This design comes from an exercise in tuning for a short achievable clock period and few clock cycles on the open sky130 flow, not from production work.
Only simulation tests tie the RTL to the original design; equivalence was not proved.
Power is estimated from default activity; no workload was simulated.

### design.v
`timescale 1ns / 1ps
module ADDER_4(IN,OUT
    );
input  [31:0] IN;
output [31:0] OUT;
		assign OUT = IN +3'b100;
	endmodule
`timescale 1ns / 1ps
module MUX_2(	IN2MUX_1,IN2MUX_2,OUT2MUX,S_MUX
    );
input  [31:0] IN2MUX_1,IN2MUX_2;
input  S_MUX;
output [31:0] OUT2MUX;
reg    [31:0] OUT2MUX;
always @(*) begin
	case (S_MUX)
		1'b0: begin OUT2MUX=IN2MUX_1; end
		1'b1: begin OUT2MUX=IN2MUX_2; end
	endcase	
end 
endmodule
`timescale 1ns / 1ps
module MUX_4(	IN4MUX_1,IN4MUX_2,IN4MUX_3,OUT4MUX,S_MUX
    );
input  [31:0] IN4MUX_1,IN4MUX_2,IN4MUX_3;
input  [1:0] S_MUX;
output [31:0] OUT4MUX;
reg    [31:0] OUT4MUX;
always @(*) begin
	case (S_MUX)
		2'b00: begin OUT4MUX=IN4MUX_1; end
		2'b01: begin OUT4MUX=IN4MUX_2; end
		2'b10: begin OUT4MUX=IN4MUX_3; end
		default:OUT4MUX =32'h00000000;
	endcase	
end 
endmodule
`timescale 1ns / 1ps
module PC(IN_PC,OUT_PC,CLK,RST
    );
input       CLK,RST;
input  [31:0]   IN_PC;
output [31:0]   OUT_PC;
reg    [31:0]   OUT_PC;
	always @(posedge CLK , negedge RST) begin
		if (RST==1'b0)
			OUT_PC <= 32 'h0;
		else
			OUT_PC <= IN_PC;
	end
endmodule
`timescale 1ns / 1ps
module REG_FILE( ADD_A,ADD_B,ADD_D,REG_A,REG_B,REG_D,WE,CLK
    );
input  CLK,WE;
input  [4:0] ADD_A,ADD_B,ADD_D;
input  [31:0] REG_D;
output [31:0] REG_A,REG_B; 
reg    [31:0] reg_file [31:0];
assign  REG_A= (ADD_A==5'b00000)?  32'h00000000:reg_file [ADD_A] ;  
assign  REG_B= (ADD_B==5'b00000)?  32'h00000000:reg_file [ADD_B] ;
always @(posedge CLK ) begin  
	if (WE==1'b1) 
		reg_file[ADD_D]<=REG_D; 
end
endmodule
`timescale 1ns / 1ps
module BRANCH_COMP(IN_1,IN_2,EQUEL,LESS,LESS_U
    );
	input  [31:0] IN_1;
	input  [31:0] IN_2;
	output reg EQUEL;
	output LESS,LESS_U;
		always @(*) begin
			if (IN_1== IN_2)
				EQUEL=1'b1;
			else  
				EQUEL=1'b0;
		end
	assign LESS   = ($signed(IN_1) < $signed(IN_2));
	assign LESS_U = (IN_1 < IN_2);
	endmodule
`timescale 1ns / 1ps
module IMM_GENRATOR(INSTR,IMM_OUT,IMM_SEL
    );
input  [31:0] INSTR;
input  [2:0]  IMM_SEL;
output [31:0] IMM_OUT;
reg    [31:0] IMM_OUT;
	always @(*) begin
		case(IMM_SEL)
			 3'b000: begin IMM_OUT= {{11{INSTR[31]}},INSTR[31],INSTR[19:12],INSTR[20],INSTR[30:21],1'b0}; end 
			 3'b001: begin IMM_OUT= {{21{INSTR[31]}},INSTR[30:20]};                             end   
			 3'b010: begin IMM_OUT= {{20{INSTR[31]}},INSTR[7],INSTR[30:25],INSTR[11:8],1'b0};   end   
			 3'b011:begin  IMM_OUT= {{21{INSTR[31]}},INSTR[30:25],INSTR[11:7]};                 end   
			 3'b100:begin  IMM_OUT= {INSTR[31:12],12'h000};                                    end   
			 default:begin IMM_OUT= 32'h00000000;                                              end
		endcase
	end
endmodule
`timescale 1ns / 1ps
module ALU_RSIC(ALU_IN1,ALU_IN2,ALU_OUT,SEL_ALU
    );
input  [31:0] ALU_IN1,ALU_IN2;
input  [3:0]  SEL_ALU;  
output [31:0] ALU_OUT;
reg    [31:0] ALU_OUT; 
wire   [31:0] ALU_IN_COMP;  
assign ALU_IN_COMP = (SEL_ALU[3]== 1'b1)? ~ALU_IN2:ALU_IN2;
always @(*) begin 
	case (SEL_ALU[2:0])  
		3'b000:begin ALU_OUT= ALU_IN1 + ALU_IN_COMP + SEL_ALU[3]; end
		3'b001:begin ALU_OUT= ALU_IN1 << ALU_IN2[4:0];             end
		3'b010:begin ALU_OUT= {31'b0, $signed(ALU_IN1) < $signed(ALU_IN2)}; end
		3'b011:begin ALU_OUT= {31'b0, ALU_IN1 < ALU_IN2};          end
		3'b100:begin ALU_OUT= ALU_IN1 ^ ALU_IN2;                   end
		3'b101:begin ALU_OUT= (SEL_ALU[3]== 1'b1)? ($signed(ALU_IN1) >>> ALU_IN2[4:0]) : (ALU_IN1 >> ALU_IN2[4:0]); end
		3'b110:begin ALU_OUT= ALU_IN1 | ALU_IN2;                  end
		3'b111:begin ALU_OUT= ALU_IN1 & ALU_IN2;                  end
	endcase	
end
endmodule
`timescale 1ns / 1ps
module CONTROL_UNIT( INST_CTRL,  BrEq_CTRL ,BrLt_CTRL ,BrLtU_CTRL ,ALUsel_CTRL 
,WBACK_sel_CTRL,PCsel_CTRL,IMMsel_CTRL ,REGFILE_en_CTRL ,Bsel_CTRL,Asel_CTRL ,D_MEM_we_CTRL
    );
input [31:0]  INST_CTRL;
input         BrEq_CTRL,BrLt_CTRL,BrLtU_CTRL;
output [3:0]  ALUsel_CTRL;
output [1:0]  WBACK_sel_CTRL,Asel_CTRL;
output [2:0]  IMMsel_CTRL;
output        PCsel_CTRL,REGFILE_en_CTRL,Bsel_CTRL,D_MEM_we_CTRL;
reg 	[3:0]   ALUsel_CTRL;
reg 	[1:0]   WBACK_sel_CTRL,Asel_CTRL;
reg 	[2:0]   IMMsel_CTRL;
reg        	 PCsel_CTRL,REGFILE_en_CTRL,Bsel_CTRL,D_MEM_we_CTRL;
reg            br_taken;
always @(*) begin
	case (INST_CTRL[14:12])
		3'b000:  br_taken =  BrEq_CTRL;		 
		3'b001:  br_taken = ~BrEq_CTRL;		 
		3'b100:  br_taken =  BrLt_CTRL;		 
		3'b101:  br_taken = ~BrLt_CTRL;		 
		3'b110:  br_taken =  BrLtU_CTRL;		 
		3'b111:  br_taken = ~BrLtU_CTRL;		 
		default: br_taken = 1'b0;
	endcase
end
always @(*)begin 
    case(INST_CTRL[6:0])
		7'b1101111: begin					 
				IMMsel_CTRL = 3'b000; ALUsel_CTRL = 4'b0000;
				WBACK_sel_CTRL = 2'b10; REGFILE_en_CTRL = 1'b1;
				Asel_CTRL = 2'b01; Bsel_CTRL = 1'b1;
				D_MEM_we_CTRL= 1'b0; PCsel_CTRL = 1'b1;
		end
		7'b1100111: begin					 
				IMMsel_CTRL = 3'b001; ALUsel_CTRL = 4'b0000;
				WBACK_sel_CTRL = 2'b10; REGFILE_en_CTRL = 1'b1;
				Asel_CTRL = 2'b00; Bsel_CTRL = 1'b1;
				D_MEM_we_CTRL= 1'b0; PCsel_CTRL = 1'b1;
		end
		7'b1100011: begin					 
				IMMsel_CTRL = 3'b010; ALUsel_CTRL = 4'b0000;
				WBACK_sel_CTRL= 2'b10; REGFILE_en_CTRL = 1'b0;
				Asel_CTRL = 2'b01; Bsel_CTRL= 1'b1;
			   D_MEM_we_CTRL= 1'b0; PCsel_CTRL = br_taken;
		end
		7'b0000011: begin					 
		   	IMMsel_CTRL = 3'b001; ALUsel_CTRL = 4'b0000;
				WBACK_sel_CTRL = 2'b00; REGFILE_en_CTRL = 1'b1;
				Asel_CTRL = 2'b00; Bsel_CTRL = 1'b1;
				D_MEM_we_CTRL= 1'b0; PCsel_CTRL = 1'b0;
		end
		7'b0100011: begin					 
				IMMsel_CTRL = 3'b011; ALUsel_CTRL= 4'b0000;
				WBACK_sel_CTRL = 2'b01; REGFILE_en_CTRL = 1'b0;
				Asel_CTRL = 2'b00;  Bsel_CTRL= 1'b1;
				D_MEM_we_CTRL = 1'b1; PCsel_CTRL = 1'b0;
		end
		7'b0010011:	begin					 
				IMMsel_CTRL = 3'b001; ALUsel_CTRL = {(INST_CTRL[14:12]==3'b101) & INST_CTRL[30],INST_CTRL[14:12]};
				WBACK_sel_CTRL = 2'b01; REGFILE_en_CTRL = 1'b1;
				Asel_CTRL = 2'b00;  Bsel_CTRL = 1'b1;
				D_MEM_we_CTRL = 1'b0; PCsel_CTRL = 1'b0;
		end
		7'b0110011: begin						 
				IMMsel_CTRL = 3'b001;  ALUsel_CTRL = {INST_CTRL[30],INST_CTRL[14:12]};
				WBACK_sel_CTRL = 2'b01; REGFILE_en_CTRL= 1'b1;
				Asel_CTRL= 2'b00; Bsel_CTRL = 1'b0;
				D_MEM_we_CTRL = 1'b0; PCsel_CTRL = 1'b0;
		end
		7'b0110111: begin						 
				IMMsel_CTRL = 3'b100;  ALUsel_CTRL = 4'b0000;
				WBACK_sel_CTRL = 2'b01; REGFILE_en_CTRL= 1'b1;
				Asel_CTRL= 2'b10; Bsel_CTRL = 1'b1;
				D_MEM_we_CTRL = 1'b0; PCsel_CTRL = 1'b0;
		end
		7'b0010111: begin						 
				IMMsel_CTRL = 3'b100;  ALUsel_CTRL = 4'b0000;
				WBACK_sel_CTRL = 2'b01; REGFILE_en_CTRL= 1'b1;
				Asel_CTRL= 2'b01; Bsel_CTRL = 1'b1;
				D_MEM_we_CTRL = 1'b0; PCsel_CTRL = 1'b0;
		end
		default :begin						 
				IMMsel_CTRL = 3'b001;  ALUsel_CTRL =  4'b0000;
				WBACK_sel_CTRL = 2'b01;  REGFILE_en_CTRL= 1'b0;
				Asel_CTRL = 2'b00; Bsel_CTRL = 1'b1;
				D_MEM_we_CTRL = 1'b0; PCsel_CTRL = 1'b0;
		 end
		endcase
    end
endmodule
`timescale 1ns / 1ps
module DATA_PATH_TOP( CLK ,RST,INST,PCsel,IMMsel,REGFILE_en,Bsel,Asel,ALUsel,D_MEM_we,WBACK_sel,BrEq,BrLt,BrLtU,
	IMEM_ADDR,IMEM_DATA,DMEM_ADDR,DMEM_WDATA,DMEM_WE,DMEM_RDATA
    );
output [31:0] INST;
output        BrEq,BrLt,BrLtU;
input [3:0]  ALUsel;
input	[1:0]  WBACK_sel;
input [2:0]  IMMsel;
input [1:0]  Asel;
input 		 CLK ,RST;
input			 PCsel,REGFILE_en,Bsel,D_MEM_we;
output [31:0] IMEM_ADDR;
input  [31:0] IMEM_DATA;
output [31:0] DMEM_ADDR,DMEM_WDATA;
output        DMEM_WE;
input  [31:0] DMEM_RDATA;
wire [31:0] pc_plus4,out_muxpc;      
wire [31:0] out_pc;                  
wire [31:0]	instr;                   
wire [31:0] immdata;                 
wire [31:0] data_a,data_b,data_d;    
wire [31:0] in1_alu,in2_alu;         
wire [31:0] out_alu;                 
wire [31:0] data_mem_out;            
wire [31:0] pc_target;               
assign pc_target = {out_alu[31:1],1'b0};
	MUX_2 mux_pc (
	.IN2MUX_1(pc_plus4),
	.IN2MUX_2(pc_target),
	.S_MUX(PCsel),
	.OUT2MUX(out_muxpc)
	);
	PC pc_DP(
	.IN_PC(out_muxpc),
	.OUT_PC(out_pc),
	.CLK(CLK),
	.RST(RST)
	);
	 ADDER_4 adder_DP(
	 .IN(out_pc),
	 .OUT(pc_plus4)
	  );
	assign IMEM_ADDR = out_pc;
	assign instr     = IMEM_DATA;
	IMM_GENRATOR  imm_DP(
	.INSTR(instr),
	.IMM_OUT(immdata),
	.IMM_SEL(IMMsel)
	 );
	REG_FILE  regfile_DP( 
	.ADD_A(instr[19:15]),
	.ADD_B(instr[24:20]),
	.ADD_D(instr[11:7]),
	.REG_A(data_a),
	.REG_B(data_b),
	.REG_D(data_d),
	.WE(REGFILE_en),
	.CLK (CLK)
    );
		BRANCH_COMP branch_cmp_DP(
		.IN_1(data_a),
		.IN_2(data_b),
		.EQUEL(BrEq),
		.LESS(BrLt),
		.LESS_U(BrLtU)
    );
	MUX_4 mux_a (
	.IN4MUX_1(data_a),
	.IN4MUX_2(out_pc),
	.IN4MUX_3(32'h00000000),
	.S_MUX(Asel),
	.OUT4MUX(in1_alu)
	);
	MUX_2 mux_b (
	.IN2MUX_1(data_b),
	.IN2MUX_2(immdata),
	.S_MUX(Bsel),
	.OUT2MUX(in2_alu)
	);
	ALU_RSIC alu(
	.ALU_IN1(in1_alu),
	.ALU_IN2(in2_alu),
	.ALU_OUT(out_alu),
	.SEL_ALU(ALUsel)
    );
	assign DMEM_ADDR   = out_alu;
	assign DMEM_WDATA  = data_b;
	assign DMEM_WE     = D_MEM_we;
	assign data_mem_out = DMEM_RDATA;
	MUX_4 mux_4_inst (
	.IN4MUX_1(data_mem_out),
	.IN4MUX_2(out_alu),
	.IN4MUX_3(pc_plus4),
	.OUT4MUX(data_d),
	.S_MUX(WBACK_sel)
    );
assign  INST= instr;
endmodule
`timescale 1ns / 1ps
module RISCV_TOP(RST ,CLK, imem_addr, imem_rdata, dmem_addr, dmem_wdata, dmem_we, dmem_rdata);
input RST ,CLK;
output [31:0] imem_addr;
input  [31:0] imem_rdata;
output [31:0] dmem_addr;
output [31:0] dmem_wdata;
output        dmem_we;
input  [31:0] dmem_rdata;
wire 			CLK,RST;
wire [31:0] inst_2_control;
wire 			brEQ_2_control,brLT_2_control,brLTU_2_control;
wire [3:0] 	alusel_2_DP;
wire [1:0] 	wb_sel_2_DP;
wire [2:0]  immsel_2_DP;
wire [1:0]  asel_2_DP;
wire 			PCsel_2_DP,REGFILE_en_2_DP,Bsel_2_DP,D_MEM_we_2_DP;
	CONTROL_UNIT  ctrl( 
	.INST_CTRL(inst_2_control), 
	.BrEq_CTRL (brEQ_2_control),
	.BrLt_CTRL (brLT_2_control),
	.BrLtU_CTRL (brLTU_2_control),
	.ALUsel_CTRL(alusel_2_DP), 
	.WBACK_sel_CTRL(wb_sel_2_DP),
	.PCsel_CTRL(PCsel_2_DP),
	.IMMsel_CTRL (immsel_2_DP),
	.REGFILE_en_CTRL (REGFILE_en_2_DP),
	.Bsel_CTRL(Bsel_2_DP),
	.Asel_CTRL (asel_2_DP),
	.D_MEM_we_CTRL(D_MEM_we_2_DP)
	 );
	DATA_PATH_TOP data_path( 
	.CLK(CLK), 
	.RST(RST),
	.INST(inst_2_control),
	.BrEq(brEQ_2_control),
	.BrLt(brLT_2_control),
	.BrLtU(brLTU_2_control),
	.ALUsel(alusel_2_DP),
	.WBACK_sel(wb_sel_2_DP),
	.PCsel(PCsel_2_DP),
	.IMMsel(immsel_2_DP),
	.REGFILE_en(REGFILE_en_2_DP),
	.Bsel(Bsel_2_DP),
	.Asel(asel_2_DP),
	.D_MEM_we(D_MEM_we_2_DP),
	.IMEM_ADDR(imem_addr),
	.IMEM_DATA(imem_rdata),
	.DMEM_ADDR(dmem_addr),
	.DMEM_WDATA(dmem_wdata),
	.DMEM_WE(dmem_we),
	.DMEM_RDATA(dmem_rdata)
	);
endmodule
### constraint.sdc
create_clock -name core_clock -period 15.0 [get_ports {CLK}]
set_input_delay 3.0000 -clock core_clock [delete_from_list [all_inputs] [get_ports {CLK}]]
set_output_delay 3.0000 -clock core_clock [all_outputs]
set_load 0.01 [all_outputs]
### run.sh
#!/bin/bash
# synth_recipe.tcl (not shown) runs the flow's synth.tcl, then flattens the netlist and writes it again
# the make line also repeats each setting of config.mk as NAME=value (left out here)
make -C /OpenROAD-flow-scripts/flow DESIGN_CONFIG=/design/flow/config.mk WORK_HOME=/design/flow/orfs CLKGATE_MAP_FILE= SYNTH_SCRIPT=/design/flow/synth_recipe.tcl finish
### config.mk
export PLATFORM = sky130hd
export DESIGN_NAME = RISCV_TOP
export DESIGN_NICKNAME = RISCV_TOP
export VERILOG_FILES = /design/flow/design.v
export SDC_FILE = /design/flow/constraint.sdc
export NUM_CORES = 4
export LEC_CHECK = 0
export CAP_MARGIN = 20
export CORE_MARGIN = 2
export CORE_UTILIZATION = 40
export SLEW_MARGIN = 20
==> results.py, run 1 <==
metrics = {
    "critical_path": {
        "setup.worst_path.start": "imem_rdata[19]",
        "start_kind": "primary input",
        "critPathMaxFanout": 14,
        "worst-r2r-cell-count": 20,
        "r2r_slack_ps": 7500,
        "timing.critical_path.required_ps": 12000,
        "timing_worst_setup_path_type": "primary input to output port",
        "critical_path.reg2reg.endpoint": "data_path.regfile_DP.reg_file[17][28]$_DFFE_PP_",
        "worstReg2RegStart": "data_path.regfile_DP.reg_file[20][4]$_DFFE_PP_",
        "worst_setup_path_end_kind": "output port",
        "critPathArrivalTime_ps": 10740,
    },
    "grt": {
        "number_of_antenna_violations_at_the_first_check_in_global_routing": 5,
        "pin_count_of_the_biggest_net_entering_global_routing": 97,
        "number_of_global_route_vias_before_repair": 41547,
        "globalRoute.totalOverflow": 0,
        "groute.usage.overall_pct": 29.5,
        "grt_first_pass_wirelength_um": 320000,
    },
    "synthesis": {
        "yosysTopAreaCell": "sky130_fd_sc_hd__edfxtp_1",
        "syn-cell-area_um2": 59900,
        "synth_top_area_share_pct": 51.3,
        "async_flop_share_pct": 2.94,
        "ys_seq_elements": 1055,
        "netlist-cell-type-count": 85,
        "post_synth.cell_area_avg_um2": 14.0,
        "yosys_warnings": 8,
        "postSynthCellCount": 4273,
        "dominantRegCellSynth": "sky130_fd_sc_hd__edfxtp_1",
        "synth.area.top_cells": "sky130_fd_sc_hd__edfxtp_1, sky130_fd_sc_hd__mux4_2, sky130_fd_sc_hd__mux2i_1",
        "syn_nets": 4500,
        "sequential_to_total_area_share_from_yosys_stat_pct": 52.6,
        "synth_enable_flop_cells": 1024,
    },
    "drt": {
        "post-route-drc-count": 0,
        "dr.pass1.iters": 8,
        "drt-vias-per-instance": 6.69,
        "drt.antenna.violating_nets": 0,
        "totalWireLength_um": 229000,
        "routed_wire_length_per_instance_um": 35.6,
        "detailroute.via_count": 43028,
        "drt_iter0_drc": 6094,
    },
    "timing": {
        "fin_worst_skew_ps": 60.8,
        "final_min_period_over_clock_period_pct": 91.6,
        "final_min_period_ps": 13740,
        "achievable_clock_frequency_mhz": 72.8,
        "report.final.setup_viol": 0,
        "finalMaxSlewViolations": 0,
        "slew_headroom_pct": 18.5,
        "final.setup.tns_ps": 0,
        "worst_pin_slew_ps": 1210,
        "unrepaired_setup_endpoints_after_global_routing": "no",
        "final-hold-violation-count": 0,
        "final_critical_path_setup_slack_ps": 1260,
    },
    "status": {
        "result_of_the_run": "finished clean",
    },
    "power": {
        "leakage_power_nw": 23.8,
        "vdd_drop_max_mv": 0.0942,
        "p_per_area_nw_per_um2": 125,
    },
    "hold_path": {
        "worstHoldPathType": "flip-flop to flip-flop",
        "holdCritStartpoint": "data_path.pc_DP.OUT_PC[1]$_DFFE_PN0P_",
        "worstHoldEndpoint": "data_path.pc_DP.OUT_PC[1]$_DFFE_PN0P_",
        "hold-path-cell-count": 2,
    },
    "cts": {
        "cts_buffers": 107,
        "clkSlewWorstSetupHoldPaths_ps": 60,
        "worstSkewPairLatency_ps": 770,
        "postCtsSetupRepairBufs": 0,
        "cts_buffer_depth": 3,
        "cts_tree": "done",
        "htreeDepth": 3,
        "root_buffer": "sky130_fd_sc_hd__clkbuf_16",
        "clock-sinks": 1055,
        "post_cts.resized_instances": 0,
        "cts_hold_buf": 0,
    },
    "die": {
        "core_region_area_um2": 149000,
        "floorplan.initialDensity_pct": 40.2,
        "ios": 163,
        "placement_rows": 142,
        "die_width_um": 391,
        "die_height_um": 391,
        "dieArea_um2": 153000,
    },
    "place": {
        "detailedPlacementHpwl_um": 150000,
        "port-buffer-count": 161,
        "worst_setup_timing_slack_at_the_placement_stage_ps": 1470,
        "placedInstanceArea_um2": 64500,
        "place.gp.congestion": 1.01,
    },
    "run": {
        "max_cap_violations": 0,
    },
    "finish": {
        "area.growth.synth_to_final_pct": 13.6,
        "finalNetCount": 4623,
        "final_cell_area_um2": 68100,
        "most-common-layout-cells": "sky130_fd_sc_hd__edfxtp_1, sky130_fd_sc_hd__mux2i_1, sky130_fd_sc_hd__mux4_2",
        "layout-drive-gt1-share_pct": 18.7,
        "mostFrequentLayoutCell": "sky130_fd_sc_hd__edfxtp_1",
    },
}
## through the flow
step	power [mW]	hold WS, ps	std cells	utilization [%]
after floorplan	4.82	580	4273	-
after global placement	5.76	690	6225	43.2
after detailed placement	5.78	691	6228	43.2
after CTS	8.46	699	6428	45.6
after global routing	8.74	747	6431	45.6
final	8.49	707	6432	45.6
## metal layers
layer,track usage (%),share of wire (%),vias up,wire [um]
met1,39.1,38,22231,87500
li1,-,-,17454,-
met3,6.16,11,566,24300
met2,46.0,45,2773,104000
met5,0,0.014,-,33
met4,14.6,5.7,4,13100
## synth_stat cells, drive strengths merged, types with 26 or more instances
| library cell | instances |
|---|---|
| xor2 | 50 |
| a221oi | 32 |
| nand2 | 143 |
| clkbuf | 140 |
| inv | 116 |
| dfrtp | 31 |
| o221ai | 27 |
| and2 | 31 |
| xnor2 | 35 |
| nand4 | 27 |
| a22o | 31 |
| nor3 | 36 |
| o31ai | 26 |
| a31oi | 31 |
| nand3 | 44 |
| ha | 160 |
| a211oi | 44 |
| o21ai | 73 |
| buf | 170 |
| mux2 | 34 |
| a22oi | 161 |
| o22ai | 36 |
| mux2i | 606 |
| a21oi | 230 |
| edfxtp | 1024 |
| nor2 | 264 |
| a21o | 46 |
| mux4 | 368 |
## layout make-up
| type | count | area, um2 |
|---|---|---|
| sequential | 1055 | 31500 |
| timing repair buffer | 324 | 2960 |
| antenna | 1 | 2.50 |
| multi-input combinational | 2790 | 27200 |
| clock inverter | 80 | 773 |
| clock buffer | 120 | 2730 |
| tap | 1944 | 2430 |
| fill | 13130 | 81100 |
| inverter | 118 | 457 |
## registers in the layout, indices dropped and copies added (netlist names)
signal,cells
data_path.pc_DP.OUT_PC,31
data_path.regfile_DP.reg_file,1024
## cell families (layout without fill, tap and decap cells)
logic type | count (synthesis) | after routing | share of synthesized area (%)
other cells | 1 | 2 | 0.00626
compound gates | 859 | 859 | 9.81
buf+inv | 428 | 642 | 3.04
xor+xnor | 85 | 85 | 1.24
mux | 1008 | 1008 | 24.6
flops | 1055 | 1055 | 52.6
simple gates | 676 | 676 | 5.32
fa+ha+maj | 161 | 161 | 3.37
## critical path: stages
cell                              delay [ps]
sky130_fd_sc_hd__clkdlybuf4s50_1         750
sky130_fd_sc_hd__or2_2                   730
sky130_fd_sc_hd__nor2_2                 1010
sky130_fd_sc_hd__a211oi_1                340
sky130_fd_sc_hd__a32o_1                  500
sky130_fd_sc_hd__ha_1                    420
sky130_fd_sc_hd__o21ai_0                 150
sky130_fd_sc_hd__o21ai_0                 290
sky130_fd_sc_hd__nand2_1                 190
sky130_fd_sc_hd__o211ai_1                450
sky130_fd_sc_hd__a2111oi_0               300
sky130_fd_sc_hd__o41ai_1                 750
sky130_fd_sc_hd__a2111oi_0               230
sky130_fd_sc_hd__a41oi_1                 200
sky130_fd_sc_hd__nor2_1                   60
sky130_fd_sc_hd__nor4_1                  710
sky130_fd_sc_hd__inv_1                   110
sky130_fd_sc_hd__clkdlybuf4s50_1         510
## power by group
part	internal (mW)	total [mW]	switching, mW
Combinational	0.707	2.06	1.36
Clock	1.50	2.70	1.20
Sequential	3.61	3.72	0.109
## how the worst max path moves through the flow
stage,to,slack [ps],depth (start not counted)
2_1_floorplan,dmem_addr[28],2550,28
3_3_place_gp,dmem_addr[28],1570,18
3_5_place_dp,dmem_addr[28],1470,18
4_1_cts,dmem_addr[28],1480,18
5_1_grt,dmem_addr[28],1100,18
6_report,dmem_addr[28],1260,18
Testbench counts, summed over its fixed seeds: cycles 50,571.
==> run 2, diff against run 1 <==
--- a/design.v
+++ b/design.v
@@ -320,47 +320,196 @@
 output        dmem_we;
 input  [31:0] dmem_rdata;
-wire 			CLK,RST;
-wire [31:0] inst_2_control;
-wire 			brEQ_2_control,brLT_2_control,brLTU_2_control;
-wire [3:0] 	alusel_2_DP;
-wire [1:0] 	wb_sel_2_DP;
-wire [2:0]  immsel_2_DP;
-wire [1:0]  asel_2_DP;
-wire 			PCsel_2_DP,REGFILE_en_2_DP,Bsel_2_DP,D_MEM_we_2_DP;
-	CONTROL_UNIT  ctrl( 
-	.INST_CTRL(inst_2_control), 
-	.BrEq_CTRL (brEQ_2_control),
-	.BrLt_CTRL (brLT_2_control),
-	.BrLtU_CTRL (brLTU_2_control),
-	.ALUsel_CTRL(alusel_2_DP), 
-	.WBACK_sel_CTRL(wb_sel_2_DP),
-	.PCsel_CTRL(PCsel_2_DP),
-	.IMMsel_CTRL (immsel_2_DP),
-	.REGFILE_en_CTRL (REGFILE_en_2_DP),
-	.Bsel_CTRL(Bsel_2_DP),
-	.Asel_CTRL (asel_2_DP),
-	.D_MEM_we_CTRL(D_MEM_we_2_DP)
-	 );
-	DATA_PATH_TOP data_path( 
-	.CLK(CLK), 
-	.RST(RST),
-	.INST(inst_2_control),
-	.BrEq(brEQ_2_control),
-	.BrLt(brLT_2_control),
-	.BrLtU(brLTU_2_control),
-	.ALUsel(alusel_2_DP),
-	.WBACK_sel(wb_sel_2_DP),
-	.PCsel(PCsel_2_DP),
-	.IMMsel(immsel_2_DP),
-	.REGFILE_en(REGFILE_en_2_DP),
-	.Bsel(Bsel_2_DP),
-	.Asel(asel_2_DP),
-	.D_MEM_we(D_MEM_we_2_DP),
-	.IMEM_ADDR(imem_addr),
-	.IMEM_DATA(imem_rdata),
-	.DMEM_ADDR(dmem_addr),
-	.DMEM_WDATA(dmem_wdata),
-	.DMEM_WE(dmem_we),
-	.DMEM_RDATA(dmem_rdata)
-	);
+integer i;
+reg  [31:0] pc_f;             
+reg  [31:0] ir_x, pc_x;       
+reg         v_x;              
+reg         hz_x;             
+reg  [31:0] a_x, b_x;         
+reg         f1_x, f2_x;       
+reg  [31:1] wd_x, ldd_x;      
+reg         jal_x, jalr_x, st_x, ld_x;
+reg  [31:0] timm_x;           
+reg         b_eq, b_ne, b_lt, b_ge, b_ltu, b_geu;    
+reg         r_add, r_addi, r_sub, r_sll, r_slt, r_slti, r_sltu, r_sltiu;
+reg         r_xor, r_sr, r_or, r_and, r_lui, r_auipc, r_link;
+reg         sh_i, lg_i;       
+reg  [31:0] ma_m, wd_m;       
+reg         we_m;             
+reg  [31:1] ld_m;             
+reg  [31:1] wr_w;             
+reg  [31:0] res_w;            
+reg  [31:0] rf [1:31];        
+assign imem_addr  = pc_f;
+assign dmem_addr  = ma_m;
+assign dmem_wdata = wd_m;
+assign dmem_we    = we_m;
+reg [31:0] rf_nx [1:31];
+always @(*) begin
+	for (i = 1; i < 32; i = i + 1) begin
+		if (wr_w[i])
+			rf_nx[i] = res_w;
+		else if (ld_m[i])
+			rf_nx[i] = dmem_rdata;
+		else
+			rf_nx[i] = rf[i];
+	end
+end
+genvar gi;
+generate
+	for (gi = 1; gi < 32; gi = gi + 1) begin : g_rf
+		always @(posedge CLK) begin
+			rf[gi] <= rf_nx[gi];
+		end
+	end
+endgenerate
+wire [31:0] fi   = imem_rdata;
+wire [6:0]  f_op = fi[6:0];
+wire [2:0]  f_f3 = fi[14:12];
+wire f_lui   = (f_op == 7'b0110111);
+wire f_auipc = (f_op == 7'b0010111);
+wire f_jal   = (f_op == 7'b1101111);
+wire f_jalr  = (f_op == 7'b1100111);
+wire f_br    = (f_op == 7'b1100011);
+wire f_ld    = (f_op == 7'b0000011);
+wire f_st    = (f_op == 7'b0100011);
+wire f_opi   = (f_op == 7'b0010011);
+wire f_opr   = (f_op == 7'b0110011);
+wire f_alu   = f_opi | f_opr;
+wire f_use1  = f_jalr | f_br | f_ld | f_st | f_alu;
+wire f_use2  = f_opr | f_br | f_st;
+wire f_wr    = f_lui | f_auipc | f_jal | f_jalr | f_alu;
+reg [31:1] f_wd, f_ldd;
+reg [31:0] f_a, f_b;
+always @(*) begin
+	f_a = 32'd0;
+	f_b = 32'd0;
+	for (i = 1; i < 32; i = i + 1) begin
+		f_wd[i]  = f_wr & (fi[11:7] == i);
+		f_ldd[i] = f_ld & (fi[11:7] == i);
+		f_a = f_a | ({32{fi[19:15] == i}} & rf_nx[i]);
+		f_b = f_b | ({32{fi[24:20] == i}} & rf_nx[i]);
+	end
+end
+wire [31:0] f_timm = f_jal ? {{12{fi[31]}}, fi[19:12], fi[20], fi[30:21], 1'b0}
+                  : f_br  ? {{20{fi[31]}}, fi[7], fi[30:25], fi[11:8], 1'b0}
+                  :         {fi[31:12], 12'h000};
+wire x_ld_go = ld_x & (ir_x[11:7] != 5'd0);
+wire f_hz    = x_ld_go & ((f_use1 & (fi[19:15] == ir_x[11:7])) | (f_use2 & (fi[24:20] == ir_x[11:7])));
+wire x_wr    = |wd_x;
+wire f_fw1   = x_wr & (fi[19:15] == ir_x[11:7]);
+wire f_fw2   = x_wr & (fi[24:20] == ir_x[11:7]);
+wire [31:0] imm_i = {{21{ir_x[31]}}, ir_x[30:20]};
+wire [31:0] imm_s = {{21{ir_x[31]}}, ir_x[30:25], ir_x[11:7]};
+wire [31:0] imm_u = {ir_x[31:12], 12'h000};
+wire [31:0] imm_m = st_x ? imm_s : imm_i;       
+wire [31:0] a = f1_x ? res_w : a_x;
+wire [31:0] b = f2_x ? res_w : b_x;
+wire stall = v_x & hz_x;
+wire go    = v_x & ~hz_x;
+wire [31:0] add_r = a + b;
+wire [31:0] sub_r = a - b;
+wire [31:0] add_ix = a_x   + imm_m;
+wire [31:0] add_iw = res_w + imm_m;
+wire [31:0] add_i  = f1_x ? add_iw : add_ix;
+wire        eq_xx  = (a_x == b_x);
+wire        eq_wx  = (res_w == b_x);
+wire        eq_xw  = (a_x == res_w);
+wire        lt_xx  = ($signed(a_x) < $signed(b_x));
+wire        lt_wx  = ($signed(res_w) < $signed(b_x));
+wire        lt_xw  = ($signed(a_x) < $signed(res_w));
+wire        ltu_xx = (a_x < b_x);
+wire        ltu_wx = (res_w < b_x);
+wire        ltu_xw = (a_x < res_w);
+wire        eq     = f1_x ? (f2_x ? 1'b1 : eq_wx)  : (f2_x ? eq_xw  : eq_xx);
+wire        lt     = f1_x ? (f2_x ? 1'b0 : lt_wx)  : (f2_x ? lt_xw  : lt_xx);
+wire        ltu    = f1_x ? (f2_x ? 1'b0 : ltu_wx) : (f2_x ? ltu_xw : ltu_xx);
+wire        lti   = ($signed(a) < $signed(imm_i));
+wire        ltiu  = (a < imm_i);
+wire [4:0]  sh    = sh_i ? ir_x[24:20] : b[4:0];
+wire [31:0] sll   = a << sh;
+wire [31:0] sr    = a >> sh;
+wire [31:0] lb    = lg_i ? imm_i : b;
+wire [31:0] tgt   = pc_x + timm_x;
+wire [31:0] link  = pc_x + 32'd4;
+wire [31:0] wb =
+	  ({32{r_add}}   & add_r)
+	| ({32{r_addi}}  & add_i)
+	| ({32{r_sub}}   & sub_r)
+	| ({32{r_sll}}   & sll)
+	| ({32{r_sr}}    & sr)
+	| ({32{r_xor}}   & (a ^ lb))
+	| ({32{r_or}}    & (a | lb))
+	| ({32{r_and}}   & (a & lb))
+	| {31'd0, (r_slt & lt) | (r_slti & lti) | (r_sltu & ltu) | (r_sltiu & ltiu)}
+	| ({32{r_lui}}   & imm_u)
+	| ({32{r_auipc}} & tgt)
+	| ({32{r_link}}  & link);
+wire taken = (b_eq & eq) | (b_ne & ~eq) | (b_lt & lt) | (b_ge & ~lt) | (b_ltu & ltu) | (b_geu & ~ltu);
+wire redirect = go & (jal_x | jalr_x | taken);
+wire [31:0] npc = jalr_x ? {add_i[31:1], 1'b0} : {tgt[31:1], 1'b0};
+always @(posedge CLK or negedge RST) begin
+	if (RST == 1'b0) begin
+		pc_f <= 32'h0;
+		v_x  <= 1'b0;
+		we_m <= 1'b0;
+		ld_m <= 31'd0;
+		wr_w <= 31'd0;
+	end else begin
+		if (redirect) begin
+			pc_f <= npc;
+			v_x  <= 1'b0;
+		end else if (stall) begin
+			pc_f <= pc_x;
+			v_x  <= 1'b0;
+		end else begin
+			pc_f <= pc_f + 32'd4;
+			v_x  <= 1'b1;
+		end
+		we_m <= go & st_x;
+		ld_m <= go ? ldd_x : 31'd0;
+		wr_w <= go ? wd_x  : 31'd0;
+	end
+end
+always @(posedge CLK) begin
+	hz_x    <= go & f_hz;
+	f1_x    <= go & f_fw1;
+	f2_x    <= go & f_fw2;
+	a_x     <= f_a;
+	b_x     <= f_b;
+	ir_x    <= fi;
+	pc_x    <= pc_f;
+	wd_x    <= f_wd;
+	ldd_x   <= f_ldd;
+	jal_x   <= f_jal;
+	timm_x  <= f_timm;
+	jalr_x  <= f_jalr;
+	st_x    <= f_st;
+	ld_x    <= f_ld;
+	b_eq    <= f_br & (f_f3 == 3'b000);
+	b_ne    <= f_br & (f_f3 == 3'b001);
+	b_lt    <= f_br & (f_f3 == 3'b100);
+	b_ge    <= f_br & (f_f3 == 3'b101);
+	b_ltu   <= f_br & (f_f3 == 3'b110);
+	b_geu   <= f_br & (f_f3 == 3'b111);
+	r_add   <= f_opr & (f_f3 == 3'b000) & ~fi[30];
+	r_sub   <= f_opr & (f_f3 == 3'b000) &  fi[30];
+	r_addi  <= f_opi & (f_f3 == 3'b000);
+	r_sll   <= f_alu & (f_f3 == 3'b001);
+	r_slt   <= f_opr & (f_f3 == 3'b010);
+	r_slti  <= f_opi & (f_f3 == 3'b010);
+	r_sltu  <= f_opr & (f_f3 == 3'b011);
+	r_sltiu <= f_opi & (f_f3 == 3'b011);
+	r_xor   <= f_alu & (f_f3 == 3'b100);
+	r_sr    <= f_alu & (f_f3 == 3'b101);
+	r_or    <= f_alu & (f_f3 == 3'b110);
+	r_and   <= f_alu & (f_f3 == 3'b111);
+	r_lui   <= f_lui;
+	r_auipc <= f_auipc;
+	r_link  <= f_jal | f_jalr;
+	sh_i    <= f_opi;
+	lg_i    <= f_opi;
+	res_w   <= wb;
+	ma_m    <= add_i;
+	wd_m    <= b;
+end
 endmodule
==> flow/run.sh (new file) <==
#!/bin/bash
# Standard ORFS layout with two changes to how it is made:
#  - the timing repair steps (floorplan, CTS and global route) aim for a setup
#    slack well above zero, so the design is optimised for a shorter clock
#    period than the constraint's;
#  - the port buffers are buf_4 cells instead of the delay buffer that
#    buffer_ports picks by default (every port still gets its buffer).
# The SDC and every other setting are the standard flow's own. Each step logs to its own
# file here; ORFS's own logs are under orfs/logs.
set -euo pipefail
export SETUP_SLACK_MARGIN=${SETUP_SLACK_MARGIN:-10.6}
export BUFFER_PORTS_ARGS="-buffer_cell sky130_fd_sc_hd__buf_4"
bash standard.sh synth      > synth.log 2>&1
bash standard.sh floorplan  > floorplan.log 2>&1
bash standard.sh place      > place.log 2>&1
bash standard.sh cts        > cts.log 2>&1
bash standard.sh route      > route.log 2>&1
bash standard.sh finish     > finish.log 2>&1
test -f out/final.def
==> standard.sh (new file) <==
#!/bin/bash
# synth_recipe.tcl (not shown) runs the flow's synth.tcl, then flattens the netlist and writes it again
# the make line also repeats each setting of config.mk as NAME=value (left out here)
make -C /OpenROAD-flow-scripts/flow DESIGN_CONFIG=/design/flow/config.mk WORK_HOME=/design/flow/orfs CLKGATE_MAP_FILE= SYNTH_SCRIPT=/design/flow/synth_recipe.tcl "${@:-finish}"
--- a/config.mk
+++ b/config.mk
@@ -6,6 +6,10 @@
 export NUM_CORES = 4
 export LEC_CHECK = 0
-export CAP_MARGIN = 20
+export CAP_MARGIN = 40
+export CELL_PAD_IN_SITES_DETAIL_PLACEMENT = 1
+export CELL_PAD_IN_SITES_GLOBAL_PLACEMENT = 1
 export CORE_MARGIN = 2
 export CORE_UTILIZATION = 40
-export SLEW_MARGIN = 20
+export GPL_ROUTABILITY_DRIVEN = 1
+export PLACE_DENSITY = 0.5
+export SLEW_MARGIN = 40
removed: run.sh
==> run 2 against run 1 <==
Still clean on timing, DRC and antenna; sequential share of layout area shrank 15 points; sequential power grew 22%; area after synthesis grew 34%; critical endpoint is now res_w[29]$_DFF_P_.
==> results.py, run 2 <==
metrics = {
    "synthesis": {
        "multiplexer_area_fraction_after_synthesis_pct": 14.7,
        "sequential_to_total_area_share_from_yosys_stat_pct": 36.2,
        "synth_simple_gate_area_share_pct": 13.8,
        "commonest_cells_post_synth": "sky130_fd_sc_hd__dfxtp_1, sky130_fd_sc_hd__nand2_1, sky130_fd_sc_hd__o21ai_0",
        "async_flop_share_pct": 6.73,
        "yosys_warnings": 3,
        "netlist-cell-type-count": 98,
        "synth_fa_ha_area_share_pct": 5.05,
        "synth_top_area_share_pct": 33.2,
        "synth_enable_flop_cells": 0,
        "postSynthCellCount": 9595,
        "synth_xor_area_share_pct": 1.43,
        "synth_compound_area_share_pct": 23.0,
        "yosysTopAreaCell": "sky130_fd_sc_hd__dfxtp_1",
        "syn_nets": 9982,
        "syn-cell-area_um2": 80100,
        "dominantRegCellSynth": "sky130_fd_sc_hd__dfxtp_1",
        "post_synth.cell_area_avg_um2": 8.35,
        "main_combinational_cell_family_by_area_after_synthesis": "compound AO/OA/AOI/OAI gates",
        "synth_most_common_cell": "sky130_fd_sc_hd__dfxtp_1",
        "synth.area.top_cells": "sky130_fd_sc_hd__dfxtp_1, sky130_fd_sc_hd__mux2i_1, sky130_fd_sc_hd__a22oi_1",
        "ys_seq_elements": 1426,
    },
    "grt": {
        "pin_count_of_the_biggest_net_entering_global_routing": 67,
        "grt_first_pass_wirelength_um": 689000,
        "grt_most_used_layer": "met2",
        "gr-usage-met3_pct": 16.5,
        "number_of_global_route_vias_before_repair": 82337,
        "use_met1_pct": 55.7,
        "number_of_antenna_violations_at_the_first_check_in_global_routing": 44,
        "use_met2_pct": 71.6,
        "globalRoute.totalOverflow": 0,
        "groute.usage.overall_pct": 48.3,
    },
    "finish": {
        "mostFrequentLayoutCell": "sky130_fd_sc_hd__dfxtp_1",
        "register_with_the_most_flip_flops": "rf",
        "sequential_cell_area_um2": 29300,
        "finalNetCount": 9775,
        "fillers": 23032,
        "multiInputGateArea_um2": 48400,
        "area.growth.synth_to_final_pct": 16.1,
        "most-common-layout-cells": "sky130_fd_sc_hd__dfxtp_1, sky130_fd_sc_hd__nand2_1, sky130_fd_sc_hd__o21ai_0",
        "layout-drive-gt1-share_pct": 13.2,
        "number_of_flip_flops_under_the_largest_register_name": 992,
    },
    "status": {
        "result_of_the_run": "finished clean",
    },
    "cts": {
        "root_buffer": "sky130_fd_sc_hd__clkbuf_16",
        "clkSlewWorstSetupHoldPaths_ps": 60,
        "cts_tree": "done",
        "cts_buffer_depth": 3,
        "worstSkewPairLatency_ps": 890,
        "htreeDepth": 4,
        "cts_hold_buf": 0,
        "cts_buffers": 169,
        "clock-sinks": 1426,
    },
    "drt": {
        "totalWireLength_um": 513000,
        "drt-vias-per-instance": 7.03,
        "routed_wire_length_per_instance_um": 42.1,
        "post-route-drc-count": 0,
        "drt_iter0_drc": 12180,
        "dr.pass1.iters": 10,
        "detailroute.via_count": 85785,
        "drt.antenna.violating_nets": 0,
    },
    "timing": {
        "achievable_clock_frequency_mhz": 223,
        "unrepaired_setup_endpoints_after_global_routing": "yes",
        "worst_hold_slack_ps": 431,
        "final_min_period_ps": 4480,
        "final.setup.tns_ps": 0,
        "slew_headroom_pct": 32.4,
        "finalMaxSlewViolations": 0,
        "fin_worst_skew_ps": 40.6,
        "final_critical_path_setup_slack_ps": 10520,
        "final_min_period_over_clock_period_pct": 29.9,
        "final-hold-violation-count": 0,
        "worst_pin_slew_ps": 1010,
        "report.final.setup_viol": 0,
    },
    "hold_path": {
        "worstHoldPathType": "flip-flop to flip-flop",
        "hold-path-cell-count": 1,
        "holdCritStartpoint": "ldd_x[23]$_DFF_P_",
        "worstHoldEndpoint": "ld_m[23]$_DFF_PN0_",
    },
    "critical_path": {
        "worstReg2RegStart": "f1_x$_DFF_P_",
        "r2r_slack_ps": 10520,
        "worst_setup_path_end_kind": "flip-flop",
        "critPathMaxFanout": 10,
        "timing_worst_setup_path_type": "flip-flop to flip-flop",
        "critical_path.reg2reg.endpoint": "res_w[29]$_DFF_P_",
        "crit_chain": "buf_4 -> clkbuf_16 -> buf_4 -> mux2i_2 -> inv_1 -> ha_2 -> a21oi_1 -> nand3_1 -> o21ai_0 -> nand2_1 -> o2111ai_1 -> a221o_1 -> a31oi_1 -> o21ai_0 -> a221oi_1 -> nand2_1",
        "critical-path-slowest-cell": "sky130_fd_sc_hd__ha_2",
        "start_kind": "flip-flop",
        "critPathArrivalTime_ps": 5200,
        "timing.critical_path.slowest_cell_delay_ps": 580,
        "timing.critical_path.required_ps": 15720,
        "worst-r2r-cell-count": 16,
    },
    "place": {
        "detailedPlacementHpwl_um": 314000,
        "place.gp.congestion": 1.03,
        "worst_setup_timing_slack_at_the_placement_stage_ps": 9160,
        "port-buffer-count": 162,
    },
    "power": {
        "leakage_power_nw": 33.0,
        "vdd_drop_max_mv": 0.101,
        "p_per_area_nw_per_um2": 143,
    },
    "die": {
        "floorplan.initialDensity_pct": 40.2,
        "core_region_area_um2": 199000,
        "ios": 163,
        "dieArea_um2": 204000,
        "placement_rows": 164,
        "die_width_um": 452,
        "die_height_um": 452,
    },
    "run": {
        "max_cap_violations": 0,
    },
}
run 2: changes by cell type after synthesis, sizes merged, moves of 575 or more:
cell,change
a22oi,+714
clkbuf,+575
dfxtp,+1330
edfxtp,-1024
nand2,+1163
o21ai,+1133
run 2: worst max-delay path: cells and delay by family, from the launching register on:
kind                       cells  cell delay (ps)
AOI/OAI and AO/OA              7             1430
adders and majority gates      1              580
buffers and inverters          4              840
DFF                            1              440
muxes                          1              460
and+or+nand+nor                3              540
run 2: how the worst max path moves through the flow:
stage                             startpoint           endpoint
final                           f1_x$_DFF_P_  res_w[29]$_DFF_P_
after global routing            f1_x$_DFF_P_  res_w[29]$_DFF_P_
after CTS                 pc_f[22]$_DFF_PN0_      imem_addr[22]
after detailed placement      imem_rdata[17]    a_x[19]$_DFF_P_
after global placement        imem_rdata[17]    a_x[19]$_DFF_P_
after floorplan               imem_rdata[23]    b_x[23]$_DFF_P_
run 2: power by group:
group          switching (mW)  leakage [nW]  internal, mW
logic                    2.92          18.1          1.39
registers               0.337          12.1          4.20
clock network            1.87          2.82          2.54
run 2: timing repair:
item	in CTS	in global routing
endpoints found under the setup margin	173	146
pin swaps	22	25
buffers inserted	70	53
cloned	4	4
resized for setup	230	162
run 2: cell families (layout without fill, tap and decap cells):
family,after synthesis,in the layout
and+or+nand+nor,2460,2462
DFF,1426,1426
AOI/OAI and AO/OA,2878,2878
buffers and inverters,1204,1131
other,0,25
xor gates and xnor gates,131,131
adders and majority gates,321,321
muxes,1175,1175
run 2: final cells by class:
cell class	count	area share [%]
multi-input cells	6967	52.0
flip-flops and latches	1426	31.5
repair buffers	545	5.44
clock buffers	249	5.29
well taps	2656	3.57
inverters	278	1.17
clock inverters	58	0.895
diodes	25	0.0673
repair inverters	1	0.00807
run 2: metal layers:
metal | part of all wire, % | up-vias
met5 | 0.047 | -
met4 | 10 | 36
met3 | 11 | 2389
met2 | 42 | 6355
met1 | 36 | 42603
li1 | - | 34402
run 2: metrics by stage:
| step | util (%) | instance area, um2 | total power [mW] | std cells |
|---|---|---|---|---|
| after floorplan | - | 81200 | 6.60 | 9595 |
| after global routing | 46.6 | 93000 | 13.6 | 12187 |
| after global placement | 42.1 | 84000 | 8.31 | 11732 |
| final | 46.6 | 93000 | 13.3 | 12205 |
| after CTS | 46.0 | 91700 | 12.9 | 12119 |
| after detailed placement | 42.3 | 84400 | 8.40 | 11738 |
Testbench counts of run 2, summed over its fixed seeds: cycles 54,783.
==> run 3, diff against run 2 <==
--- a/design.v
+++ b/design.v
@@ -339,4 +339,5 @@
 reg  [31:1] wr_w;             
 reg  [31:0] res_w;            
+reg  [31:0] res_rf;           
 reg  [31:0] rf [1:31];        
 assign imem_addr  = pc_f;
@@ -348,5 +349,5 @@
 	for (i = 1; i < 32; i = i + 1) begin
 		if (wr_w[i])
-			rf_nx[i] = res_w;
+			rf_nx[i] = res_rf;
 		else if (ld_m[i])
 			rf_nx[i] = dmem_rdata;
@@ -510,4 +511,6 @@
 	lg_i    <= f_opi;
 	res_w   <= wb;
+	if (go)
+		res_rf <= wb;
 	ma_m    <= add_i;
 	wd_m    <= b;
==> run 3 against run 2 <==
Still clean on timing, DRC and antenna; combinational power increased by 13%; setup slack worse by 120 ps; area after synthesis up 0.91%; first-iteration DRC count up 22%; core utilization up 0.90 points; sequential power rose by 5.7%; non-clock buffer count increased by 62; count of clock-buffer cells in the layout is 4 higher; global-route usage up 1.4 points; largest power group is now combinational cells.
==> results.py, run 3 <==
metrics = {
    "grt": {
        "grt_first_pass_wirelength_um": 707000,
        "use_met2_pct": 65.5,
        "groute.usage.overall_pct": 49.7,
        "number_of_global_route_vias_before_repair": 82755,
        "number_of_antenna_violations_at_the_first_check_in_global_routing": 60,
        "grt_most_used_layer": "met2",
        "globalRoute.totalOverflow": 0,
        "use_met1_pct": 65.0,
        "gr-usage-met3_pct": 22.5,
        "pin_count_of_the_biggest_net_entering_global_routing": 86,
    },
    "finish": {
        "most-common-layout-cells": "sky130_fd_sc_hd__nand2_1, sky130_fd_sc_hd__dfxtp_1, sky130_fd_sc_hd__o21ai_0",
        "layout-drive-gt1-share_pct": 15.3,
        "finalNetCount": 9899,
        "number_of_flip_flops_under_the_largest_register_name": 992,
        "mostFrequentLayoutCell": "sky130_fd_sc_hd__nand2_1",
        "area.growth.synth_to_final_pct": 18.4,
        "register_with_the_most_flip_flops": "rf",
    },
    "place": {
        "place.gp.congestion": 1.04,
        "detailedPlacementHpwl_um": 329000,
        "port-buffer-count": 162,
    },
    "cts": {
        "clock-sinks": 1458,
        "htreeDepth": 4,
        "cts_buffer_depth": 3,
        "root_buffer": "sky130_fd_sc_hd__clkbuf_16",
        "cts_tree": "done",
        "worstSkewPairLatency_ps": 880,
        "clkSlewWorstSetupHoldPaths_ps": 70,
        "cts_buffers": 169,
    },
    "power": {
        "p_int_mw": 8.39,
        "p_clk_share_pct": 31.2,
        "netSwitchingFraction_pct": 40.3,
        "p_switching_mw": 5.66,
        "power_frac_seq_pct": 34.2,
        "p_per_area_nw_per_um2": 147,
        "vdd_drop_max_mv": 0.119,
        "leakage_power_nw": 34.2,
        "comb_power_share_pct": 34.6,
    },
    "drt": {
        "dr.pass1.iters": 7,
        "post-route-drc-count": 0,
        "routed_wire_length_per_instance_um": 43.2,
        "detailroute.via_count": 87736,
        "totalWireLength_um": 534000,
        "drt.antenna.violating_nets": 0,
        "drt-vias-per-instance": 7.10,
        "drt_iter0_drc": 14877,
    },
    "synthesis": {
        "ys_seq_elements": 1458,
        "syn-cell-area_um2": 80900,
        "postSynthCellCount": 9631,
        "syn_nets": 10018,
        "post_synth.cell_area_avg_um2": 8.40,
        "synth_enable_flop_cells": 32,
        "dominantRegCellSynth": "sky130_fd_sc_hd__dfxtp_1",
        "async_flop_share_pct": 6.58,
        "yosys_warnings": 3,
        "sequential_to_total_area_share_from_yosys_stat_pct": 37.1,
        "synth_top_area_share_pct": 32.9,
        "synth.area.top_cells": "sky130_fd_sc_hd__dfxtp_1, sky130_fd_sc_hd__mux2i_1, sky130_fd_sc_hd__a22oi_1",
        "commonest_cells_post_synth": "sky130_fd_sc_hd__dfxtp_1, sky130_fd_sc_hd__nand2_1, sky130_fd_sc_hd__o21ai_0",
        "netlist-cell-type-count": 83,
        "synth_most_common_cell": "sky130_fd_sc_hd__dfxtp_1",
        "yosysTopAreaCell": "sky130_fd_sc_hd__dfxtp_1",
    },
    "critical_path": {
        "start_kind": "flip-flop",
        "critPathArrivalTime_ps": 5160,
        "critPathMaxFanout": 10,
        "timing_worst_setup_path_type": "flip-flop to flip-flop",
        "timing.critical_path.slowest_cell_delay_ps": 630,
        "worst_setup_path_end_kind": "flip-flop",
        "worst-r2r-cell-count": 12,
        "critical-path-slowest-cell": "sky130_fd_sc_hd__nor3_1",
        "crit_chain": "buf_6 -> buf_16 -> mux2i_1 -> inv_1 -> ha_1 -> nor3_1 -> o2111ai_2 -> a31oi_1 -> nor2_1 -> a22o_1 -> a221oi_4 -> o211ai_1",
        "timing.critical_path.required_ps": 15560,
    },
    "timing": {
        "report.final.setup_viol": 0,
        "finalMaxSlewViolations": 0,
        "final_min_period_over_clock_period_pct": 30.7,
        "final_min_period_ps": 4600,
        "worst_hold_slack_ps": 429,
        "final-hold-violation-count": 0,
        "worst_pin_slew_ps": 1050,
        "achievable_clock_frequency_mhz": 217,
        "final.setup.tns_ps": 0,
        "fin_worst_skew_ps": 67.6,
        "slew_headroom_pct": 29.3,
        "unrepaired_setup_endpoints_after_global_routing": "yes",
    },
    "run": {
        "max_cap_violations": 0,
    },
    "die": {
        "placement_rows": 165,
        "die_width_um": 454,
        "core_region_area_um2": 201000,
        "floorplan.initialDensity_pct": 40.1,
        "dieArea_um2": 206000,
        "ios": 163,
        "die_height_um": 454,
    },
    "hold_path": {
        "hold-path-cell-count": 1,
        "worstHoldPathType": "flip-flop to flip-flop",
    },
    "status": {
        "result_of_the_run": "finished clean",
    },
}
[run 3: cell count changes in the layout (fill, tap and decap cells not counted), sizes merged, moves of 26 or more]
cell / change
a221oi: +34
a22o: +36
a22oi: -50
buf: +64
edfxtp: +32
mux2i: -26
nand3: +60
nand4: -54
[run 3: power groups by stage]
| stage | clock network, mW | logic, mW | registers (mW) |
|---|---|---|---|
| finish | 4.39 | 4.86 | 4.80 |
| global route | 4.54 | 5.01 | 4.81 |
| CTS | 4.38 | 4.35 | 4.76 |
| detailed placement | 0 | 4.04 | 4.84 |
| global placement | 0 | 3.91 | 4.86 |
| floorplan | 0 | 2.17 | 4.66 |
[run 3: worst max-delay path: cells and delay by family, from the launching register on]
family | cells | cell delay [ps]
buffers and inverters | 3 | 740
muxes | 1 | 460
AOI/OAI and AO/OA | 5 | 1590
adders and majority gates | 1 | 350
and+or+nand+nor | 2 | 690
DFF | 1 | 450
[run 3: cell type report]
type                       count  area [um2]
fill                       23035      106000
timing repair buffer         607        5760
antenna                       28        70.1
sequential                  1458       30300
clock buffer                 253        4980
inverter                     269        1070
tap                         2672        3340
clock inverter                63         764
multi-input combinational   7007       49500
[run 3: worst paths after layout]
path	endpoint	slack, ps	from
max in group asynchronous	ld_m[6]$_DFF_PN0_	11800	RST
max reg2reg	res_rf[28]$_DFFE_PP_	10400	f1_x$_DFF_P_
min reg2reg	ld_m[14]$_DFF_PN0_	430	ldd_x[14]$_DFF_P_
min in group asynchronous	pc_f[30]$_DFF_PN0_	2090	RST
min	ld_m[14]$_DFF_PN0_	430	ldd_x[14]$_DFF_P_
max	res_rf[28]$_DFFE_PP_	10400	f1_x$_DFF_P_
[run 3: layer usage]
metal	part of all wire, %	vias to the layer above	wire length, um
met4	7.4	40	39700
met5	0.053	-	282
met3	15	2074	82600
met2	38	7163	203000
met1	39	43729	208000
li1	-	34730	-
[run 3: cell families (layout without fill, tap and decap cells)]
| logic type | Yosys count | in the layout | synth area share [%] |
|---|---|---|---|
| compound gates | 2890 | 2890 | 22.9 |
| xor+xnor | 137 | 137 | 1.48 |
| fa+ha+maj | 321 | 321 | 5.00 |
| buf+inv | 1168 | 1192 | 5.44 |
| flops | 1458 | 1458 | 37.1 |
| mux | 1142 | 1142 | 14.2 |
| other cells | 0 | 28 | 0 |
| simple gates | 2515 | 2517 | 13.9 |
[run 3: what timing repair did]
item | 4_1_cts | 5_1_grt
hold buffers | 0 | 0
setup endpoints to repair | 228 | 161
gates resized for setup | 344 | 255
pin swaps | 37 | 68
cloned | 5 | 4
setup buffers | 92 | 86
[run 3: metrics by stage]
stage	area, um2	cells	util [%]	worst slack, ps	total power, mW
finish	95800	12357	47.5	10400	14.0
global route	95700	12342	47.5	10450	14.4
CTS	93700	12236	46.5	10500	13.5
floorplan	82200	9631	-	10410	6.83
detailed placement	85600	11823	42.5	8430	8.88
global placement	85100	11808	42.2	8520	8.77
Testbench counts of run 3, summed over its fixed seeds: cycles 54,783.
==> run 4, diff against run 3 <==
--- a/design.v
+++ b/design.v
@@ -408,6 +408,12 @@
 wire stall = v_x & hz_x;
 wire go    = v_x & ~hz_x;
-wire [31:0] add_r = a + b;
-wire [31:0] sub_r = a - b;
+wire [31:0] add_xx = a_x + b_x;
+wire [31:0] add_wx = res_w + b_x;
+wire [31:0] add_xw = a_x + res_w;
+wire [31:0] sub_xx = a_x - b_x;
+wire [31:0] sub_wx = res_w - b_x;
+wire [31:0] sub_xw = a_x - res_w;
+wire [31:0] add_r  = f1_x ? (f2_x ? {res_w[30:0], 1'b0} : add_wx) : (f2_x ? add_xw : add_xx);
+wire [31:0] sub_r  = f1_x ? (f2_x ? 32'd0 : sub_wx) : (f2_x ? sub_xw : sub_xx);
 wire [31:0] add_ix = a_x   + imm_m;
 wire [31:0] add_iw = res_w + imm_m;
==> run 4 against run 3 <==
First-iteration DRC count is 10% lower; die area is 4.9% higher; wire length is 3.8% higher; maximum frequency is 0.75% higher; still clean; sequential power is 2% lower; area after synthesis is 5.0% higher; power is 3.5% lower; clock skew is 16 ps higher; cell count is 5.7% higher.
==> results.py, run 4 <==
metrics = {
    "finish": {
        "finalCoreUtilization_pct": 47.0,
        "mostFrequentLayoutCell": "sky130_fd_sc_hd__nand2_1",
        "number_of_flip_flops_under_the_largest_register_name": 992,
        "most-common-layout-cells": "sky130_fd_sc_hd__nand2_1, sky130_fd_sc_hd__dfxtp_1, sky130_fd_sc_hd__o21ai_0",
        "register_with_the_most_flip_flops": "rf",
        "area.growth.synth_to_final_pct": 17.0,
        "finalNetCount": 10443,
        "layout-drive-gt1-share_pct": 14.1,
        "final_cell_area_um2": 99300,
    },
    "timing": {
        "fin_worst_skew_ps": 83.3,
        "final.setup.tns_ps": 0,
        "worst_pin_slew_ps": 1040,
        "unrepaired_setup_endpoints_after_global_routing": "yes",
        "final_min_period_over_clock_period_pct": 30.5,
        "final-hold-violation-count": 0,
        "achievable_clock_frequency_mhz": 219,
        "report.final.setup_viol": 0,
        "slew_headroom_pct": 29.8,
        "finalMaxSlewViolations": 0,
        "final_min_period_ps": 4570,
    },
    "status": {
        "result_of_the_run": "finished clean",
    },
    "synthesis": {
        "synth_simple_gate_area_share_pct": 14.3,
        "commonest_cells_post_synth": "sky130_fd_sc_hd__nand2_1, sky130_fd_sc_hd__dfxtp_1, sky130_fd_sc_hd__o21ai_0",
        "syn_nets": 10611,
        "postSynthCellCount": 10221,
        "sequential_to_total_area_share_from_yosys_stat_pct": 35.3,
        "yosys_warnings": 3,
        "synth_compound_area_share_pct": 23.6,
        "dominantRegCellSynth": "sky130_fd_sc_hd__dfxtp_1",
        "yosysTopAreaCell": "sky130_fd_sc_hd__dfxtp_1",
        "netlist-cell-type-count": 97,
        "ys_seq_elements": 1458,
        "synth.area.top_cells": "sky130_fd_sc_hd__dfxtp_1, sky130_fd_sc_hd__mux2i_1, sky130_fd_sc_hd__a22oi_1",
        "main_combinational_cell_family_by_area_after_synthesis": "compound AO/OA/AOI/OAI gates",
        "synth_enable_flop_cells": 32,
        "synth_fa_ha_area_share_pct": 4.84,
        "synth_xor_area_share_pct": 2.62,
        "syn-cell-area_um2": 84900,
        "post_synth.cell_area_avg_um2": 8.31,
        "synth_top_area_share_pct": 31.4,
        "synth_most_common_cell": "sky130_fd_sc_hd__nand2_1",
        "async_flop_share_pct": 6.58,
        "multiplexer_area_fraction_after_synthesis_pct": 14.0,
    },
    "cts": {
        "root_buffer": "sky130_fd_sc_hd__clkbuf_16",
        "cts_tree": "done",
        "htreeDepth": 4,
        "clock-sinks": 1458,
        "cts_buffer_depth": 3,
        "cts_buffers": 172,
        "cts_hold_buf": 0,
        "clkSlewWorstSetupHoldPaths_ps": 60,
        "worstSkewPairLatency_ps": 890,
    },
    "critical_path": {
        "worst_setup_path_end_kind": "flip-flop",
        "critPathMaxFanout": 4,
        "cp.buffers_inverters": 1,
        "critPathArrivalTime_ps": 5140,
        "critical_path.top_delay_family": "compound AO/OA/AOI/OAI gates",
        "start_kind": "flip-flop",
        "timing_worst_setup_path_type": "flip-flop to flip-flop",
        "timing.critical_path.required_ps": 15570,
        "critical-path-slowest-cell": "sky130_fd_sc_hd__o21ai_1",
        "crit_chain": "inv_1 -> o21ai_1 -> ha_1 -> a21oi_1 -> o21ai_0 -> a21oi_1 -> o21ai_0 -> a32oi_4 -> a211o_1 -> a31oi_1 -> o221ai_2 -> a2111oi_2 -> o21ai_1",
        "timing.critical_path.slowest_cell_delay_ps": 680,
    },
    "die": {
        "core_region_area_um2": 211000,
        "placement_rows": 169,
        "ios": 163,
        "die_width_um": 465,
        "floorplan.initialDensity_pct": 40.2,
        "die_height_um": 465,
        "dieArea_um2": 216000,
    },
    "grt": {
        "groute.usage.overall_pct": 48.7,
        "grt_first_pass_wirelength_um": 737000,
        "number_of_global_route_vias_before_repair": 88070,
        "number_of_antenna_violations_at_the_first_check_in_global_routing": 64,
        "globalRoute.totalOverflow": 0,
        "pin_count_of_the_biggest_net_entering_global_routing": 70,
    },
    "place": {
        "detailedPlacementHpwl_um": 342000,
        "placedInstanceArea_um2": 89600,
        "place.gp.congestion": 1.03,
        "port-buffer-count": 162,
    },
    "drt": {
        "routed_wire_length_per_instance_um": 42.4,
        "detailroute.via_count": 91992,
        "drt_iter0_drc": 13381,
        "drt-vias-per-instance": 7.05,
        "dr.pass1.iters": 9,
        "totalWireLength_um": 554000,
        "drt.antenna.violating_nets": 0,
        "post-route-drc-count": 0,
    },
    "power": {
        "p_per_area_nw_per_um2": 136,
        "leakage_power_nw": 35.0,
        "vdd_drop_max_mv": 0.126,
    },
    "hold_path": {
        "worstHoldPathType": "flip-flop to flip-flop",
    },
    "run": {
        "max_cap_violations": 0,
    },
}
==> run 4: cell count changes in the layout (fill, tap and decap cells not counted), sizes merged, moves of 24 or more <==
cell,previous run,this run
nand4,221,252
inv,271,245
xnor2,84,154
xor2,53,100
o211ai,28,67
a22oi,825,861
a21o,80,107
nand2,1325,1373
mux2,15,39
o21ai,1189,1286
a21oi,287,329
nor2,406,459
==> run 4: final timing paths <==
path,from,to,slack (ps),depth (start not counted)
worst max-delay path,b_x[13]$_DFF_P_,res_rf[31]$_DFFE_PP_,10430,13
worst min-delay path,ldd_x[1]$_DFF_P_,ld_m[1]$_DFF_PN0_,430,1
worst max register to register,b_x[13]$_DFF_P_,res_rf[31]$_DFFE_PP_,10430,13
worst min register to register,ldd_x[1]$_DFF_P_,ld_m[1]$_DFF_PN0_,430,1
max in group asynchronous,RST,ld_m[28]$_DFF_PN0_,11760,2
min in group asynchronous,RST,pc_f[26]$_DFF_PN0_,2130,1
==> run 4: logic make-up (layout without fill, tap and decap cells) <==
logic type | after synthesis | after routing
muxes | 1172 | 1172
adders and majority gates | 324 | 324
and+or+nand+nor | 2685 | 2685
DFF | 1458 | 1458
xor gates and xnor gates | 254 | 254
other | 0 | 41
AOI/OAI and AO/OA | 3152 | 3152
buffers and inverters | 1176 | 1149
==> run 4: metal layers <==
| layer | GRT usage (%) | vias to the layer above | part of all wire, % |
|---|---|---|---|
| met5 | 0.178 | - | 0.11 |
| met4 | 41.9 | 46 | 11 |
| met3 | 17.1 | 2597 | 12 |
| li1 | - | 36888 | - |
| met1 | 56.8 | 45431 | 36 |
| met2 | 70.8 | 7030 | 41 |
==> run 4: cell type report <==
cell class                 count  area (um2)
fill                       24300      112000
multi-input combinational   7587       52700
sequential                  1458       30400
timing repair buffer         594        5920
clock buffer                 253        5050
tap                         2821        3530
inverter                     240         915
clock inverter                62         707
antenna                       41         103
==> run 4: timing repair <==
item / CTS / global route
endpoints found under the hold margin: 0 / 0
pin swaps: 40 / 42
buffers inserted: 96 / 71
cloned: 4 / 10
resized for setup: 319 / 200
endpoints found under the setup margin: 211 / 137
==> run 4: through the flow <==
| stage | instances | setup WS [ps] | hold slack [ps] | power, mW |
|---|---|---|---|---|
| global placement | 12497 | 8630 | 395 | 8.63 |
| CTS | 12933 | 10530 | 434 | 13.3 |
| finish | 13056 | 10430 | 432 | 13.6 |
| global route | 13021 | 10470 | 447 | 13.9 |
| floorplan | 10221 | 10410 | 413 | 6.88 |
| detailed placement | 12518 | 8700 | 403 | 8.72 |
==> run 4: power by group <==
part	switching [mW]	total (mW)	internal, mW
clock network	1.92	4.39	2.47
registers	0.418	4.72	4.31
logic	2.91	4.44	1.53
total	5.25	13.6	8.30
Testbench counts of run 4, summed over its fixed seeds: cycles 54,783.

[static timing again, ports no longer ideal]
In the flow no input, the clock included, has a driving cell. The finished layouts below were timed again as built, in two steps.
Step 1 assumes that a clkbuf_16 drives the clock port and a buf_2 every other input.
Step 2 times the ports against the registers' clock, not the clock port: input delays grow and output delays shrink by t, the midpoint of the rising clock arrivals with the driver on.
Slacks: ideal ports / drivers / drivers and shift; pairs: ideal ports / drivers.
run	t (ns)	setup slack, ns	slew at the worst register clock pin (ns)	pins driven straight from the clock port
run 1	0.829	1.262 / 1.241 / 1.241	0.08 / 0.08	1
run 2	0.964	10.518 / 10.450 / 9.628	0.07 / 0.07	1
run 3	0.938	10.396 / 10.396 / 9.527	0.07 / 0.07	1
run 4	0.935	10.431 / 10.431 / 9.584	0.07 / 0.07	1
After both steps every run listed still meets setup and hold. For run 2, which loses most, drivers alone change the setup slack by -0.068 ns; drivers and shift together by -0.890 ns.
